Background: an optimization exercise with open tools, aiming at small area. Do not read the settings as production practice. In this exercise RTL edits were held to simulation tests only and were not proved equivalent to the original. Power figures rest on the tool's default switching activity, not on a simulated workload.

==> flow/design.v (excerpt) <==
module SAL_DDR_CTRL
(
    input                       clk,
    input                       rst_n,
    input                       arvalid,
    output  wire                arready,
    input   [3:0]               arid,
    input   [31:0]              araddr,
    input   [3:0]               arlen,
    input   [2:0]               arsize,
    input   [1:0]               arburst,
    input                       awvalid,
    output  wire                awready,
    input   [3:0]               awid,
    input   [31:0]              awaddr,
    input   [3:0]               awlen,
    input   [2:0]               awsize,
    input   [1:0]               awburst,
    input                       wvalid,
    output  wire                wready,
    input   [3:0]               wid,
    input   [127:0]             wdata,
    input   [15:0]              wstrb,
    input                       wlast,
    output  wire                bvalid,
    input                       bready,
    output  wire [3:0]          bid,
    output  wire [1:0]          bresp,
    output  wire                rvalid,
    input                       rready,
    output  wire [3:0]          rid,
    output  wire [127:0]        rdata,
    output  wire [1:0]          rresp,
    output  wire                rlast,
    output  wire                dfi_cke,
    output  wire [1:0]          dfi_cs_n,
    output  wire                dfi_ras_n,
    output  wire                dfi_cas_n,
    output  wire                dfi_we_n,
    output  wire [2:0]          dfi_ba,
    output  wire [13:0]         dfi_addr,
    output  wire                dfi_odt,
    output  wire                dfi_wrdata_en,
    output  wire [127:0]        dfi_wrdata,
    output  wire [15:0]         dfi_wrdata_mask,
  ...
For scale: ~5,100 cells after synthesis, ~710 I/O pins, roughly 0.092 mm² of cells after synthesis.
Settings: LEC_CHECK=0, CAP_MARGIN=20, CORE_MARGIN=2, CORE_UTILIZATION=70, CTS_CLUSTER_DIAMETER=50, CTS_CLUSTER_SIZE=36, PLACE_DENSITY=0.85, SLEW_MARGIN=20; clock period 8.0 ns.
run.sh (not shown) runs the stock make flow with config.mk's settings and CLKGATE_MAP_FILE= SYNTH_SCRIPT=/design/flow/synth_recipe.tcl, a recipe that flattens the netlist after the stock synthesis.
Rerun with:
Settings changed: CORE_UTILIZATION 70 to 60, CTS_CLUSTER_DIAMETER 50 to 60, CTS_CLUSTER_SIZE 36 to 30, PLACE_DENSITY 0.85 to 0.75.
Effect: Wire length went down by a little under a tenth. Core utilization went down by 12 points. Worst setup slack got worse by 0.40 ns. Clock skew went down by 0.016 ns. First-iteration DRC count went down by well over a third. Count of clock-buffer cells in the layout went down by 24. Sequential share of layout area went up by 0.47 points. Global-route usage went down by 6.8 points.
Rerun with:
==> flow/flow/run.sh (new file) <==
#!/bin/bash
set -uo pipefail
bash standard.sh \
  'BUFFER_PORTS_ARGS=-buffer_cell sky130_fd_sc_hd__buf_1' \
  'CTS_ARGS=-sink_clustering_enable -repair_clock_nets -sink_clustering_size 30 -sink_clustering_max_diameter 60 -dont_use_dummy_load -buf_list {sky130_fd_sc_hd__clkbuf_8 sky130_fd_sc_hd__clkbuf_16}' \
  finish > standard_flow.log 2>&1
==> flow/standard.sh (new file) <==
#!/bin/bash
# synth_recipe.tcl (not shown) runs the flow's synth.tcl, then flattens the netlist and writes it again
# the make line also repeats each setting of config.mk as NAME=value (left out here)
make -C /OpenROAD-flow-scripts/flow DESIGN_CONFIG=/design/flow/config.mk WORK_HOME=/design/flow/orfs CLKGATE_MAP_FILE= SYNTH_SCRIPT=/design/flow/synth_recipe.tcl "${@:-finish}"
Settings changed: CORE_UTILIZATION 60 to 65, PLACE_DENSITY 0.75 to 0.8.
removed: flow/run.sh
Maximum frequency is higher by 9.1%.
Final area is lower by 5.6%.
Setup slack gains 0.60 ns.
Via count stays flat.
Rerun with:
==> flow/flow/run.sh (replaced) <==
#!/bin/bash
set -uo pipefail
bash standard.sh \
  'BUFFER_PORTS_ARGS=-buffer_cell sky130_fd_sc_hd__buf_1' \
  'CTS_ARGS=-sink_clustering_enable -repair_clock_nets -sink_clustering_size 18 -sink_clustering_max_diameter 50 -dont_use_dummy_load -buf_list sky130_fd_sc_hd__clkbuf_8' \
  finish > standard_flow.log 2>&1
Area after synthesis stays the same.
Fmax went down slightly.
Clock skew went up by 0.022 ns.
Final area shrinks slightly.
Total power fell by a few percent.
Wire length decreases slightly.
Core utilization falls by 0.59 points.
Hold slack is worse by 0.047 ns.
Worst setup slack is worse by 0.12 ns.
Sequential share of layout area went up by 0.63 points.
Via count hardly moves.

## re-timing with driven ports
The flow's constraints put no driver on any port. The routed layouts listed below were extracted and timed again, unchanged, in two steps.
Step 1, drivers: a clkbuf_16 drives clk and a buf_2 each remaining input, both assumed.
Step 2 times the ports against the registers' clock, not the clock port: input delays grow and output delays shrink by t, the midpoint of the rising clock arrivals with the driver on.
Slacks: ideal / step 1 / step 2; pairs: ideal / step 1.
run	t, ns	setup WS [ns]	hold slack, ns	worst setup path after step 2	pins driven straight from the clock port
the first run	0.879	1.213 / 1.136 / 1.619	0.438 / 0.438 / 0.438	input to output	1
the second run	0.887	0.814 / 0.728 / 1.440	0.435 / 0.435 / 0.435	input to output	1
the third run	0.836	1.412 / 1.336 / 2.172	0.429 / 0.429 / 0.429	register to output	1
the fourth run	0.965	1.289 / 1.210 / 2.175	0.382 / 0.382 / 0.382	register to output	1
After both steps every run listed still meets setup and hold.
